This design comes from an exercise in tuning for small area on the open sky130 flow, not from production work.
RTL that was checked went through simulation tests only; none was proved equivalent to the original.
Only the layout flow was run in run 1; the RTL was not checked for function there.
Power is estimated from default activity; no workload was simulated.

==> flow/design.v <==
`timescale 1ns / 1ps
module PharmacyMem(
    input [4:0] studentID ,
    input clk,
    input [1:0] mode ,  
    input [7:0] checkInTime,
    output reg [4:0] listOutput,
    output reg listBusy ,
    output reg ready,
    input rst  
	);
reg [3:0] last;           
reg [3:0] ptr;            
reg [12:0] slot [1:10];   
wire ins = (mode == 2'd2) && (last != 4'd10);
wire del = (mode == 2'd3) && (last != 4'd0);
wire mdel = (mode == 2'd3);
function lt8(input [7:0] a, input [7:0] b);
	integer j;
	begin
		lt8 = 1'b0;
		for (j = 0; j < 8; j = j + 1)
			lt8 = (~a[j] & b[j]) | ((~a[j] | b[j]) & lt8);
	end
endfunction
function [7:0] tm(input [12:0] e); tm = e[7:0]; endfunction
function nz(input [12:0] e); nz = |e[12:8]; endfunction
wire [3:0] sel = mode[1] ? last : ptr;
reg  [7:0] rtime;
reg  [4:0] rid;
integer r;
always @* begin
	rtime = 8'd0;
	rid = {5{sel == 4'd0}} & studentID;
	for (r = 1; r <= 10; r = r + 1) begin
		rtime = rtime | ({8{last == r}} & slot[r][7:0]);
		rid = rid | ({5{sel == r}} & slot[r][12:8]);
	end
end
wire [12:0] x = {rid, rtime};
wire [12:0] xw = {rid, rtime | ({8{last == 4'd0}} & checkInTime)};
wire [12:0] newe = {studentID, checkInTime};
reg [12:0] a [1:10];
reg za [1:10];
integer q;
always @* begin
	for (q = 1; q <= 10; q = q + 1) begin
		a[q] = (last == q - 1) ? newe : slot[q];
		za[q] = ins && (last >= q - 1) && nz(a[q]);
	end
end
wire c89 = lt8(tm(a[8]), tm(a[9]));
wire c67 = lt8(tm(a[6]), tm(a[7]));
wire i5 = za[10] && lt8(checkInTime, tm(slot[5]));
wire [12:0] b5  = (i5 || last == 4'd4) ? newe : slot[5];
wire [12:0] b10 = i5 ? slot[5] : a[10];
wire zb5 = za[5] || i5;
wire i4r = za[9] && lt8(tm(a[9]), tm(slot[4]));
wire i4l = za[8] && (i4r ? c89 : lt8(tm(a[8]), tm(slot[4])));
wire [12:0] t4 = i4r ? a[9] : a[4];
wire [12:0] b9 = i4r ? a[4] : a[9];
wire [12:0] b4 = i4l ? a[8] : t4;
wire [12:0] b8 = i4l ? t4 : a[8];
wire zb4 = za[4] || i4r || i4l;
wire i3r = za[7] && lt8(tm(a[7]), tm(slot[3]));
wire [12:0] t3 = i3r ? a[7] : a[3];
wire i3l = za[6] && lt8(tm(a[6]), tm(t3));
wire [12:0] b7 = i3r ? a[3] : a[7];
wire [12:0] b3 = i3l ? a[6] : t3;
wire [12:0] b6 = i3l ? t3 : a[6];
wire zb3 = za[3] || i3r || i3l;
wire i2r = zb5 && lt8(tm(b5), tm(slot[2]));
wire c45 = lt8(tm(b4), tm(b5));
wire i2l = zb4 && (i2r ? c45 : lt8(tm(b4), tm(slot[2])));
wire [12:0] t2 = i2r ? b5 : a[2];
wire [12:0] c5 = i2r ? a[2] : b5;
wire [12:0] c2 = i2l ? b4 : t2;
wire [12:0] c4 = i2l ? t2 : b4;
wire zc2 = za[2] || i2r || i2l;
wire i1r = zb3 && lt8(tm(b3), tm(slot[1]));
wire i1l = zc2 && (i1r ? lt8(tm(c2), tm(b3)) : lt8(tm(c2), tm(slot[1])));
wire [7:0] u2 = tm(slot[2]), u3 = tm(slot[3]), u4 = tm(slot[4]), u5 = tm(slot[5]);
wire [7:0] u6 = tm(slot[6]), u7 = tm(slot[7]), u8 = tm(slot[8]), u9 = tm(slot[9]);
reg zd [1:10];
integer k;
always @* for (k = 1; k <= 10; k = k + 1) zd[k] = del && (k < last) && nz(slot[k]);
wire c23 = lt8(u2, u3), c32 = lt8(u3, u2);
wire c54 = lt8(u5, u4);
wire c76 = lt8(u7, u6);
wire c98 = lt8(u9, u8);
wire kl1 = zd[2] && (c23 || !zd[3]), kr1 = zd[3] && c32;
wire kl2 = zd[4] && (c45 || !zd[5]), kr2 = zd[5] && c54;
wire kl3 = zd[6] && (c67 || !zd[7]), kr3 = zd[7] && c76;
wire kl4 = zd[8] && (c89 || !zd[9]), kr4 = zd[9] && c98;
wire [7:0] m1 = kr1 ? u3 : u2;
wire [7:0] m2 = kr2 ? u5 : u4;
wire [7:0] m3 = kr3 ? u7 : u6;
wire [7:0] m4 = kr4 ? u9 : u8;
wire g1 = lt8(m1, rtime);
wire s1l = kl1 && g1, s1r = kr1 && g1;
wire [7:0] q2 = s1l ? rtime : u2;
wire [7:0] q3 = s1r ? rtime : u3;
wire g2 = lt8(m2, q2);
wire s2l = kl2 && g2, s2r = kr2 && g2;
wire g3 = lt8(m3, q3);
wire s3l = kl3 && g3, s3r = kr3 && g3;
wire [7:0] q4 = s2l ? q2 : u4;
wire g4 = lt8(m4, q4);
wire s4l = kl4 && g4, s4r = kr4 && g4;
reg sl [1:4];
reg sr [1:4];
always @* begin
	sl[1] = s1l; sr[1] = s1r;
	sl[2] = s2l; sr[2] = s2r;
	sl[3] = s3l; sr[3] = s3r;
	sl[4] = s4l; sr[4] = s4r;
end
wire [12:0] p1 = (mdel || last == 4'd0) ? xw : slot[1];
wire to_l = i1l || sl[1];                
wire to_r = (i1r && !i1l) || sr[1];      
wire l_r  = i1l && i1r;                  
wire l_p  = (i1l && !i1r) || sl[1];      
wire r_p  = i1r || sr[1];                
wire [12:0] d1 = to_l ? c2 : (to_r ? b3 : p1);
wire [12:0] d2 = l_r ? b3 : (l_p ? p1 : c2);
wire [12:0] d3 = r_p ? p1 : b3;
wire [12:0] e2 = sl[2] ? c4 : (sr[2] ? c5 : d2);
wire [12:0] e4 = sl[2] ? d2 : c4;
wire [12:0] e5 = sr[2] ? d2 : c5;
wire [12:0] e3 = sl[3] ? b6 : (sr[3] ? b7 : d3);
wire [12:0] e6 = sl[3] ? d3 : b6;
wire [12:0] e7 = sr[3] ? d3 : b7;
wire [12:0] f4 = sl[4] ? b8 : (sr[4] ? b9 : e4);
wire [12:0] f8 = sl[4] ? e4 : b8;
wire [12:0] f9 = sr[4] ? e4 : b9;
always @(posedge clk) begin
	slot[1] <= d1;  slot[2] <= e2;  slot[3] <= e3;  slot[4] <= f4;
	slot[5] <= e5;  slot[6] <= e6;  slot[7] <= e7;  slot[8] <= f8;
	slot[9] <= f9;  slot[10] <= b10;
	if (rst) begin
		last <= 4'd0;
		ptr <= 4'd1;
		listBusy <= 1'b0;
		ready <= 1'b0;
		listOutput <= 5'd0;
	end else if (ins) begin
		last <= last + 4'd1;
		ptr <= 4'd1;
		listBusy <= 1'b0;
	end else if (del) begin
		last <= last - 4'd1;
		ptr <= 4'd1;
		listBusy <= 1'b0;
	end else if (mode == 2'd0) begin
		if (ptr <= last) begin
			listBusy <= 1'b1;
			ready <= 1'b0;
			listOutput <= rid;
			ptr <= ptr + 4'd1;
		end else begin
			listBusy <= 1'b0;
			ready <= 1'b1;
			ptr <= 4'd1;
		end
	end
end
endmodule
==> flow/flow/run.sh <==
#!/bin/bash
# Standard ORFS layout (standard.sh), with two changes: Yosys's ABC step maps
# the logic with the area-oriented script in flow/abc_area.script, and the
# port buffers are buf_2 cells.
set -euo pipefail
work=$(pwd)
rm -rf "$work/scripts_abc"
cp -r "$FLOW_HOME/scripts" "$work/scripts_abc"
cp "$work/flow/abc_area.script" "$work/scripts_abc/abc_area.script"
cp "$work/flow/abc_area.script" "$work/scripts_abc/abc_speed.script"
sed "s#^make -C #make SCRIPTS_DIR=$work/scripts_abc BUFFER_PORTS_ARGS=\"-buffer_cell sky130_fd_sc_hd__buf_2\" -C #" standard.sh > standard_abc.sh
grep -q "SCRIPTS_DIR=" standard_abc.sh
bash standard_abc.sh > "$work/flow_make.log" 2>&1
==> flow/flow/abc_area.script <==
strash
dch
amap -m -F 3 -A 8 -C 1000
strash
dch
amap -m -F 3 -A 8 -C 1000
strash
dch
amap -m -F 3 -A 8 -C 1000
strash
dch
amap -m -F 3 -A 8 -C 1000
strash
dch
amap -m -F 3 -A 8 -C 1000
strash
dch
amap -m -F 3 -A 8 -C 1000
strash
dch
amap -m -F 3 -A 8 -C 1000
topo
stime -c
buffer -c
upsize -c
dnsize -c
==> flow/standard.sh <==
#!/bin/bash
# synth_recipe.tcl (not shown) runs the flow's synth.tcl, then flattens the netlist and writes it again
# the make line also repeats each setting of config.mk as NAME=value (left out here)
make -C /OpenROAD-flow-scripts/flow DESIGN_CONFIG=/design/flow/config.mk WORK_HOME=/design/flow/orfs CLKGATE_MAP_FILE= SYNTH_SCRIPT=/design/flow/synth_recipe.tcl "${@:-finish}"
==> flow/config.mk <==
export PLATFORM = sky130hd
export DESIGN_NAME = PharmacyMem
export DESIGN_NICKNAME = PharmacyMem
export VERILOG_FILES = /design/flow/design.v
export SDC_FILE = /design/flow/constraint.sdc
export NUM_CORES = 4
export LEC_CHECK = 0
export ABC_AREA = 1
export CAP_MARGIN = 20
export CORE_MARGIN = 2
export CORE_UTILIZATION = 40
export CTS_BUF_LIST = sky130_fd_sc_hd__clkbuf_8
export GPL_TIMING_DRIVEN = 0
export SETUP_SLACK_MARGIN = 0
export SLEW_MARGIN = 20
==> flow/constraint.sdc <==
create_clock -name core_clock -period 11.0 [get_ports {clk}]
set_input_delay 2.2000 -clock core_clock [delete_from_list [all_inputs] [get_ports {clk}]]
set_output_delay 2.2000 -clock core_clock [all_outputs]
set_load 0.01 [all_outputs]
==> results of run 1 <==
## metal layers
metal,track usage,up-vias,routed length [um]
li1,-,6513,-
met1,0.525,7011,23800
met2,0.572,1183,24200
met3,0.0666,217,6620
met4,0.177,0,3350
met5,0,-,0
## layout by cell type (no fill, tap or decap), drive strengths merged, types with 6 or more instances in the layout
cell       n
a211oi    11
a21oi     76
a221oi    13
a222oi    70
a22o       9
a22oi     22
buf       88
clkbuf   101
clkinv    16
dfxtp    137
edfxtp     8
ha         9
inv      193
nand2     97
nor2     144
nor3      22
o2111ai   10
o211ai     6
o21a       8
o21ai     94
o221ai    34
o22a      37
o22ai    430
## worst min-delay path, cell delays in order (launching register included)
cell and delay (ps):
dfxtp_1 330, nand2_1 40, o21ai_0 50
## stage by stage
stage,instance area (um^2),hold WS [ps],util,worst slack [ps],instances
global route,13200,485,0.474,-81.6,2069
detailed placement,11800,439,0.426,-2140,1987
floorplan,11300,463,-,1320,1592
finish,13200,455,0.474,372,2069
global placement,11800,432,0.426,-2280,1987
CTS,12600,459,0.452,17.8,2033
## layout make-up
| cell class | instances | area (um^2) |
|---|---|---|
| inverter | 202 | 787 |
| tap | 378 | 473 |
| timing repair buffer | 65 | 465 |
| clock inverter | 14 | 213 |
| multi-input combinational | 1141 | 7540 |
| fill | 2979 | 14600 |
| clock buffer | 18 | 248 |
| sequential | 145 | 2980 |
| buffer | 106 | 463 |
## kinds of logic (layout without fill, tap and decap cells)
kind of cell             count (synthesis)  after routing  share of synthesized area
AO/OA/AOI/OAI                          838            840                      0.510
buffers and inverters                  308            405                      0.105
AND/OR/NAND/NOR                        292            292                      0.111
flip-flops                             145            145                      0.264
adder cells (fa/ha/maj)                  9              9                    0.00998
## sequential cells by signal, indices dropped and copies added (netlist names)
name / cells
last: 4
listBusy: 1
slot: 130
ptr: 4
listOutput: 5
ready: 1
## where the power goes
part           leakage, uW  internal (uW)  switching, uW
Clock             0.000232            275            247
Sequential         0.00123            770            353
Combinational      0.00353           1010           1590
Total              0.00499           2050           2190
## worst paths after layout
path	from	to	slack, ps	cells past startpoint
hold reg to reg	listOutput[4]$_SDFFE_PP0P_	listOutput[4]$_SDFFE_PP0P_	460	2
setup reg to reg	last[1]$_SDFFE_PP0P_	slot[4][12]$_DFF_P_	690	62
hold / removal	listOutput[4]$_SDFFE_PP0P_	listOutput[4]$_SDFFE_PP0P_	460	2
setup / recovery	checkInTime[2]	slot[4][12]$_DFF_P_	370	56
## what timing repair did
| action | 4_1_cts | 5_1_grt |
|---|---|---|
| cloned | 0 | 2 |
| buffers inserted | 14 | 34 |
| setup endpoints to repair | 39 | 39 |
| pin swaps | 6 | 24 |
| gates resized for setup | 32 | 80 |
==> results.txt, run 1 <==
OUTCOME
--------------------------------------------------------------------------------------
Status                                                no timing/DRC/antenna violations

POWER AND IR DROP
--------------------------------------------------------------------------------------
Static leakage                                                              0.00499 uW
Power density normalized to cell area                                      322 mW/mm^2
Final Power                                                                    4240 uW
Maximum vdd ir drop                                                           0.128 mV

FLOORPLAN
--------------------------------------------------------------------------------------
Area enclosed by the die boundary                                          0.0296 mm^2
Core outline area                                                          0.0278 mm^2
Top-level port count                                                                24
Starting Density                                                                 0.406
Die boundary width                                                              172 um
Chip height                                                                     172 um
Number of rows created at floorplan                                                 61

CELLS AND AREA
--------------------------------------------------------------------------------------
Antenna cell count                                                                   0
Final #Nets                                                                       1704
Synthesis-to-finish area growth                                                  16.7%
Share of cells above drive strength 1                                            0.128

PLACED DESIGN
--------------------------------------------------------------------------------------
Weighted congestion reported at the end of routability-driven placement           1.00
DP Wirelength                                                                 45500 um
Number of buffer cells added on primary ports                                       17

WORST SETUP PATH
--------------------------------------------------------------------------------------
Arrival time at the worst endpoint                                            11060 ps
Critical path's largest stage delay                                             410 ps
Top Family by Delay on Critical Path                                      compound AO/OA/AOI/OAI gates
Critical path capture point type                                              register
Worst Path Max Fanout                                                               10
Req. time, crit path                                                          11430 ps
CP bufs+invs                                                                         9
Crit Path Category                                                        primary input to register
Critical path's slowest cell                                                  a222oi_1
Startpoint type of the worst setup path                                   primary input

DETAILED ROUTING
--------------------------------------------------------------------------------------
Wire length reported by the detailed router                                   57900 um
Residual antenna-violating net count after detailed routing                          0
First-pass detailed-route iteration total                                            9
Via count                                                                        14900
Wire length per cell after detailed routing                                    28.0 um
Detailed-route vias per instance                                                  7.21
DRC Markers                                                                          0
Violation count after the first detailed-route iteration                          2924

SYNTHESIS
--------------------------------------------------------------------------------------
Fraction of synthesis flops using an asynchronous set or reset pin                   0
Net Count, Synth                                                                  1618
Unique masters post-synth                                                           62
Count of flip-flops with a built-in enable after synthesis                           8
Number of storage elements in the synthesis netlist                                145
Count of yosys warnings during synthesis                                             7
Cell types with the largest area share after synthesis                    dfxtp_1 24%, o22ai_1 24%, a222oi_1 6.2%, inv_1 5.9%, nor2_1 4.6%
Synthesized cell area                                                      0.0113 mm^2
Share of synthesized area occupied by flip-flops and latches                     0.264
Top-area cell type share of the netlist area                                     0.243
Synth Instances                                                                   1592
Most common library cells after synthesis                                 427 x o22ai_1, 177 x inv_1, 139 x nor2_1
Cell with the most instances after synthesis                                   o22ai_1
Top FF cell, synth                                                             dfxtp_1
Synth Area per Inst                                                          7.09 um^2
Cell type contributing the most total cell area after synthesis                dfxtp_1

STA
--------------------------------------------------------------------------------------
Hold violation count in the final report                                             0
Worst-Margin Slew                                                              1130 ps
FMAX                                                                          94.1 MHz
Summed negative setup slack over all endpoints                                    0 ps
Headroom to the max-slew limit                                                   0.248
Min Tclk post-route                                                           10630 ps
Setup Viol. Count Final                                                              0
Part of the cycle the worst path needs                                           0.966
Pins Over Slew Limit                                                                 0
Worst clock skew                                                               23.0 ps

CLOCK TREE
--------------------------------------------------------------------------------------
Clock-pin transition on the worst setup and hold timing paths                    90 ps
CTS buffer count                                                                    17
Clk sinks                                                                          145
Latest clock arrival within the worst-skew pair                                 510 ps
Maximum level of the CTS H-tree                                                      4
Count of hold buffers inserted by post-cts repair                                    0
Buffer levels on the longest clock path                                              2
CTS tree                                                                          done
Cell at the root of the clock tree                                            clkbuf_8

HOLD PATH
--------------------------------------------------------------------------------------
Worst hold path class                                                     register to register

GLOBAL ROUTE
--------------------------------------------------------------------------------------
Initial antenna violation count                                                      0
Wire length of the first global-routing pass                                  83000 um
Overflow left after global routing                                                   0
Number of global-route vias before repair                                        13100
Maximum number of pins on one net before global-route repair                        17
GRT Total Usage                                                                  0.379

RUN
--------------------------------------------------------------------------------------
Max-capacitance violation count                                                      0

==> inputs of run 2 (changes only) <==
--- a/flow/design.v
+++ b/flow/design.v
@@ -31,14 +31,13 @@
 integer r;
 always @* begin
 	rtime = 8'd0;
-	rid = {5{sel == 4'd0}} & studentID;
+	rid = 5'd0;
 	for (r = 1; r <= 10; r = r + 1) begin
 		rtime = rtime | ({8{last == r}} & slot[r][7:0]);
 		rid = rid | ({5{sel == r}} & slot[r][12:8]);
 	end
 end
 wire [12:0] x = {rid, rtime};
-wire [12:0] xw = {rid, rtime | ({8{last == 4'd0}} & checkInTime)};
 wire [12:0] newe = {studentID, checkInTime};
 reg [12:0] a [1:10];
 reg za [1:10];
@@ -55,37 +54,36 @@
 wire [12:0] b5  = (i5 || last == 4'd4) ? newe : slot[5];
 wire [12:0] b10 = i5 ? slot[5] : a[10];
 wire zb5 = za[5] || i5;
-wire i4r = za[9] && lt8(tm(a[9]), tm(slot[4]));
-wire i4l = za[8] && (i4r ? c89 : lt8(tm(a[8]), tm(slot[4])));
+wire i4r = za[9] && lt8(tm(a[9]), tm(a[4]));
+wire i4l = za[8] && (i4r ? c89 : lt8(tm(a[8]), tm(a[4])));
 wire [12:0] t4 = i4r ? a[9] : a[4];
 wire [12:0] b9 = i4r ? a[4] : a[9];
 wire [12:0] b4 = i4l ? a[8] : t4;
 wire [12:0] b8 = i4l ? t4 : a[8];
 wire zb4 = za[4] || i4r || i4l;
-wire i3r = za[7] && lt8(tm(a[7]), tm(slot[3]));
+wire i3r = za[7] && lt8(tm(a[7]), tm(a[3]));
+wire i3l = za[6] && (i3r ? c67 : lt8(tm(a[6]), tm(a[3])));
 wire [12:0] t3 = i3r ? a[7] : a[3];
-wire i3l = za[6] && lt8(tm(a[6]), tm(t3));
 wire [12:0] b7 = i3r ? a[3] : a[7];
 wire [12:0] b3 = i3l ? a[6] : t3;
 wire [12:0] b6 = i3l ? t3 : a[6];
 wire zb3 = za[3] || i3r || i3l;
-wire i2r = zb5 && lt8(tm(b5), tm(slot[2]));
-wire c45 = lt8(tm(b4), tm(b5));
-wire i2l = zb4 && (i2r ? c45 : lt8(tm(b4), tm(slot[2])));
+wire i2r = zb5 && lt8(tm(b5), tm(a[2]));
+wire i2l = zb4 && (i2r ? lt8(tm(b4), tm(b5)) : lt8(tm(b4), tm(a[2])));
 wire [12:0] t2 = i2r ? b5 : a[2];
 wire [12:0] c5 = i2r ? a[2] : b5;
 wire [12:0] c2 = i2l ? b4 : t2;
 wire [12:0] c4 = i2l ? t2 : b4;
 wire zc2 = za[2] || i2r || i2l;
-wire i1r = zb3 && lt8(tm(b3), tm(slot[1]));
-wire i1l = zc2 && (i1r ? lt8(tm(c2), tm(b3)) : lt8(tm(c2), tm(slot[1])));
+wire i1r = zb3 && lt8(tm(b3), tm(a[1]));
+wire i1l = zc2 && (i1r ? lt8(tm(c2), tm(b3)) : lt8(tm(c2), tm(a[1])));
 wire [7:0] u2 = tm(slot[2]), u3 = tm(slot[3]), u4 = tm(slot[4]), u5 = tm(slot[5]);
 wire [7:0] u6 = tm(slot[6]), u7 = tm(slot[7]), u8 = tm(slot[8]), u9 = tm(slot[9]);
 reg zd [1:10];
 integer k;
 always @* for (k = 1; k <= 10; k = k + 1) zd[k] = del && (k < last) && nz(slot[k]);
 wire c23 = lt8(u2, u3), c32 = lt8(u3, u2);
-wire c54 = lt8(u5, u4);
+wire c45 = lt8(u4, u5), c54 = lt8(u5, u4);
 wire c76 = lt8(u7, u6);
 wire c98 = lt8(u9, u8);
 wire kl1 = zd[2] && (c23 || !zd[3]), kr1 = zd[3] && c32;
@@ -115,7 +113,7 @@
 	sl[3] = s3l; sr[3] = s3r;
 	sl[4] = s4l; sr[4] = s4r;
 end
-wire [12:0] p1 = (mdel || last == 4'd0) ? xw : slot[1];
+wire [12:0] p1 = mdel ? x : a[1];
 wire to_l = i1l || sl[1];                
 wire to_r = (i1r && !i1l) || sr[1];      
 wire l_r  = i1l && i1r;                  
==> results.txt, run 2 <==
GLOBAL ROUTE
--------------------------------------------------------------------------------------
Maximum number of pins on one net before global-route repair                        17   unchanged
Number of global-route vias before repair                                        13800   +5.9%
GRT Total Usage                                                                  0.381   +0.00171
Overflow left after global routing                                                   0   unchanged
Initial antenna violation count                                                      0   unchanged
Wire length of the first global-routing pass                                  87000 um   +4.8%

HOLD PATH
--------------------------------------------------------------------------------------
Worst Min Path Start                                                      listBusy$_SDFFE_PP0N_
End of the worst hold path                                                listBusy$_SDFFE_PP0N_
Worst hold path class                                                     register to register
Cell depth of the worst hold path                                                    2   unchanged

RUN
--------------------------------------------------------------------------------------
Max-capacitance violation count                                                      0   unchanged

STA
--------------------------------------------------------------------------------------
Worst clock skew                                                               28.2 ps   +5.20 ps
Setup Viol. Count Final                                                              0   unchanged
Pins Over Slew Limit                                                                 0   unchanged
FMAX                                                                          93.1 MHz   -1.1%
Summed negative setup slack over all endpoints                                    0 ps   unchanged
Hold violation count in the final report                                             0   unchanged
Min Tclk post-route                                                           10750 ps   +117 ps
Worst-Margin Slew                                                              1030 ps   -101 ps
Crit path setup slack, layout                                                   255 ps   -117 ps
Headroom to the max-slew limit                                                   0.307   +0.0588
Part of the cycle the worst path needs                                           0.977   +0.0106

SYNTHESIS
--------------------------------------------------------------------------------------
Synth Area in Simple Gates                                                       0.107   -0.00383
Cell types with the largest area share after synthesis                    o22ai_1 25%, dfxtp_1 24%, inv_1 6.8%, nor2_1 4.4%, o21ai_0 3.9%
Synth Area per Inst                                                          6.96 um^2   -1.9%
Synthesized cell area                                                      0.0115 mm^2   +1.7%
Count of yosys warnings during synthesis                                             7   unchanged
Count of flip-flops with a built-in enable after synthesis                           8   unchanged
Xor and xnor area share after synthesis                                              0   unchanged
Synth Instances                                                                   1650   +3.6%
Fraction of synthesis flops using an asynchronous set or reset pin                   0   unchanged
Number of storage elements in the synthesis netlist                                145   unchanged
Cell type contributing the most total cell area after synthesis                o22ai_1
Share of synthesized area occupied by flip-flops and latches                     0.260   -0.00444
Adder and majority cell fraction of the synthesized area                       0.00981   -0.000167
Share of synthesized area spent on multiplexers                                      0   unchanged
Dominant combinational cell family by area after synthesis                compound AO/OA/AOI/OAI gates
Cell with the most instances after synthesis                                   o22ai_1
Compound-gate portion of the synthesized area                                    0.512   +0.00179
Most common library cells after synthesis                                 453 x o22ai_1, 207 x inv_1, 137 x dfxtp_1
Top FF cell, synth                                                             dfxtp_1
Top-area cell type share of the netlist area                                     0.247   +0.00388
Unique masters post-synth                                                           66   +6.5%
Net Count, Synth                                                                  1676   +3.6%

POWER AND IR DROP
--------------------------------------------------------------------------------------
Static leakage                                                              0.00506 uW   +1.3%
Maximum vdd ir drop                                                           0.138 mV   +8.3%
Power density normalized to cell area                                      329 mW/mm^2   +2.3%

WORST SETUP PATH
--------------------------------------------------------------------------------------
Critical path's largest stage delay                                             360 ps   -50 ps
Startpoint type of the worst setup path                                   primary input
Worst Path Max Fanout                                                               10   unchanged
Arrival time at the worst endpoint                                            11170 ps   +110 ps
Critical path's slowest cell                                                  a222oi_1
Reg-to-reg startpoint                                                     last[0]$_SDFFE_PP0P_
Req. time, crit path                                                          11430 ps   about the same
Crit Path Category                                                        primary input to register
Capturing point of the worst reg2reg path                                 slot[4][9]$_DFF_P_
Flop-to-flop setup slack                                                        440 ps   -250 ps
Dominant cell type by count on the critical path                              o221ai_1
R2r worst-path depth                                                                60   -3.2%
Critical path capture point type                                              register

CLOCK TREE
--------------------------------------------------------------------------------------
Buffer levels on the longest clock path                                              2   unchanged
Clk sinks                                                                          145   unchanged
Maximum level of the CTS H-tree                                                      4   unchanged
Clock-pin transition on the worst setup and hold timing paths                    90 ps   about the same
CTS tree                                                                          done
Latest clock arrival within the worst-skew pair                                 520 ps   about the same
Count of hold buffers inserted by post-cts repair                                    0   unchanged
CTS buffer count                                                                    17   unchanged
Cell at the root of the clock tree                                            clkbuf_8

CELLS AND AREA
--------------------------------------------------------------------------------------
Share of cells above drive strength 1                                            0.117   -0.0113
Non-filler instance count after layout                                            2118   +2.4%
Final #Nets                                                                       1747   +2.5%
Highest-count cells in the layout ignoring fill and taps                  425 x o22ai_1, 206 x inv_1, 137 x dfxtp_1
Top flop regs                                                             slot (130), listOutput (5)
Total of fill cells in the finished design                                        3016   +1.2%
Largest reg by FF count                                                           slot
Flip-flop count of the largest register, all copies and words added                130   unchanged
Most frequent standard cell in the layout excluding fill and tap cells         o22ai_1
Antenna cell count                                                                   0   unchanged
Synthesis-to-finish area growth                                                  15.5%

FLOORPLAN
--------------------------------------------------------------------------------------
Core outline area                                                          0.0285 mm^2   +2.5%
Chip height                                                                     173 um   +0.83%
Number of rows created at floorplan                                                 62   +1.6%
Top-level port count                                                                24   unchanged
Area enclosed by the die boundary                                          0.0301 mm^2   +1.7%
Die boundary width                                                              173 um   +0.83%
Starting Density                                                                 0.403   -0.00305

DETAILED ROUTING
--------------------------------------------------------------------------------------
First-pass detailed-route iteration total                                            7   -2
Residual antenna-violating net count after detailed routing                          0   unchanged
Violation count after the first detailed-route iteration                          2952   +0.96%
Wire length per cell after detailed routing                                    28.4 um   +1.2%
Detailed-route vias per instance                                                  7.28   +0.99%
Wire length reported by the detailed router                                   60100 um   +3.6%
DRC Markers                                                                          0   unchanged
Via count                                                                        15400   +3.4%

PLACED DESIGN
--------------------------------------------------------------------------------------
Cell count after placement                                                        2052   +3.3%
Pre-CTS worst setup slack                                                     -2930 ps   -788 ps
Number of buffer cells added on primary ports                                       17   unchanged
DP Wirelength                                                                 46800 um   +2.9%
Weighted congestion reported at the end of routability-driven placement           1.07   +6.3%

OUTCOME
--------------------------------------------------------------------------------------
Status                                                no timing/DRC/antenna violations

[run 2: cell count changes in the layout (fill, tap and decap cells not counted), sizes merged, moves of 4 or more]
| cell | delta |
|---|---|
| clkbuf | +6 |
| nand2 | -4 |
| o22a | +5 |
| o21a | +4 |
| buf | -21 |
| o22ai | +25 |
| a21oi | +8 |
| nor3 | -4 |
| a222oi | -32 |
| nand3 | +11 |
| o2111ai | -6 |
| o221ai | +8 |
| inv | +35 |
| clkinv | -6 |
[run 2: how the worst max path moves through the flow]
stage,from,to,slack (ps)
2_1_floorplan,checkInTime[1],slot[4][8]$_DFF_P_,1390
3_3_place_gp,checkInTime[1],slot[4][9]$_DFF_P_,-3040
3_5_place_dp,checkInTime[1],slot[4][9]$_DFF_P_,-2930
4_1_cts,checkInTime[1],slot[8][5]$_DFF_P_,20
5_1_grt,checkInTime[1],slot[4][9]$_DFF_P_,-100
6_report,checkInTime[1],slot[4][9]$_DFF_P_,250
[run 2: what timing repair did]
item,4_1_cts,5_1_grt
endpoints found under the setup margin,78,40
resized for setup,52,78
cloned,0,1
pin swaps,9,21
buffers inserted,13,20
[run 2: critical path: cells and delay by family]
kind                   cells  cell delay [ps]
AO/OA/AOI/OAI             35             5860
buffers and inverters     15             2050
AND/OR/NAND/NOR            9             1050
[run 2: metrics by stage]
stage / power [uW] / hold WS (ps) / util / cell area (um^2)
after global routing: 4580 / 515 / 0.466 / 13300
after floorplan: 2800 / 468 / - / 11500
after global placement: 3590 / 448 / 0.423 / 12000
after detailed placement: 3580 / 465 / 0.424 / 12100
after CTS: 4120 / 488 / 0.449 / 12800
final: 4370 / 478 / 0.466 / 13300
[run 2: final cells by class]
type / count / area [um^2] / area share
Sequential cell: 145 / 2980 / 0.225
Clock buffer: 17 / 234 / 0.0176
Clock inverter: 15 / 184 / 0.0139
Timing Repair Buffer: 52 / 392 / 0.0295
Buffer: 105 / 493 / 0.0372
Tap cell: 384 / 480 / 0.0362
Inverter: 229 / 885 / 0.0667
Multi-Input combinational cell: 1171 / 7610 / 0.574
[run 2: cells by family after synthesis]
group | count (synthesis)
simple gates | 288
buf+inv | 334
fa+ha+maj | 9
flops | 145
compound gates | 874
[run 2: report_power, final]
part	switching (uW)	leakage (uW)	internal, uW	total (uW)
Clock	259	0.000209	227	486
Combinational	1730	0.00362	1040	2770
Sequential	337	0.00123	776	1110
[run 2: layer usage]
metal / part of all wire / routed length (um) / vias up / GRT usage
li1: - / - / 6619 / -
met4: 0.064 / 3840 / 0 / 0.204
met2: 0.42 / 25100 / 1306 / 0.571
met1: 0.40 / 24000 / 7271 / 0.525
met5: 0 / 0 / - / 0
met3: 0.12 / 7060 / 233 / 0.0605

separate check: timing with driven ports:
The flow's constraints put no driver on any port. The routed layouts listed below were extracted and timed again, unchanged, in two steps. Step 1, drivers: a clkbuf_16 drives clk and a buf_2 each remaining input, both assumed. Step 2 moves the port delays by t, midway between the first and last clock arrival at a register: inputs arrive t later, outputs are due t later. That takes back most of the time a late clock gives input paths. Three values: ideal, step 1, step 2; two values: the first two.
| run | shift t [ns] | setup slack, ns | worst hold slack (ns) |
|---|---|---|---|
| run 1 | 0.550 | 0.372 / 0.381 / -0.170 | 0.455 / 0.455 / 0.455 |
| run 2 | 0.548 | 0.255 / 0.262 / -0.286 | 0.478 / 0.478 / 0.478 |
Met with ideal ports but missed after step 2: setup timing in run 1 and run 2. For run 1, which loses most, drivers alone change the setup slack by +0.009 ns; drivers and shift together by -0.542 ns.
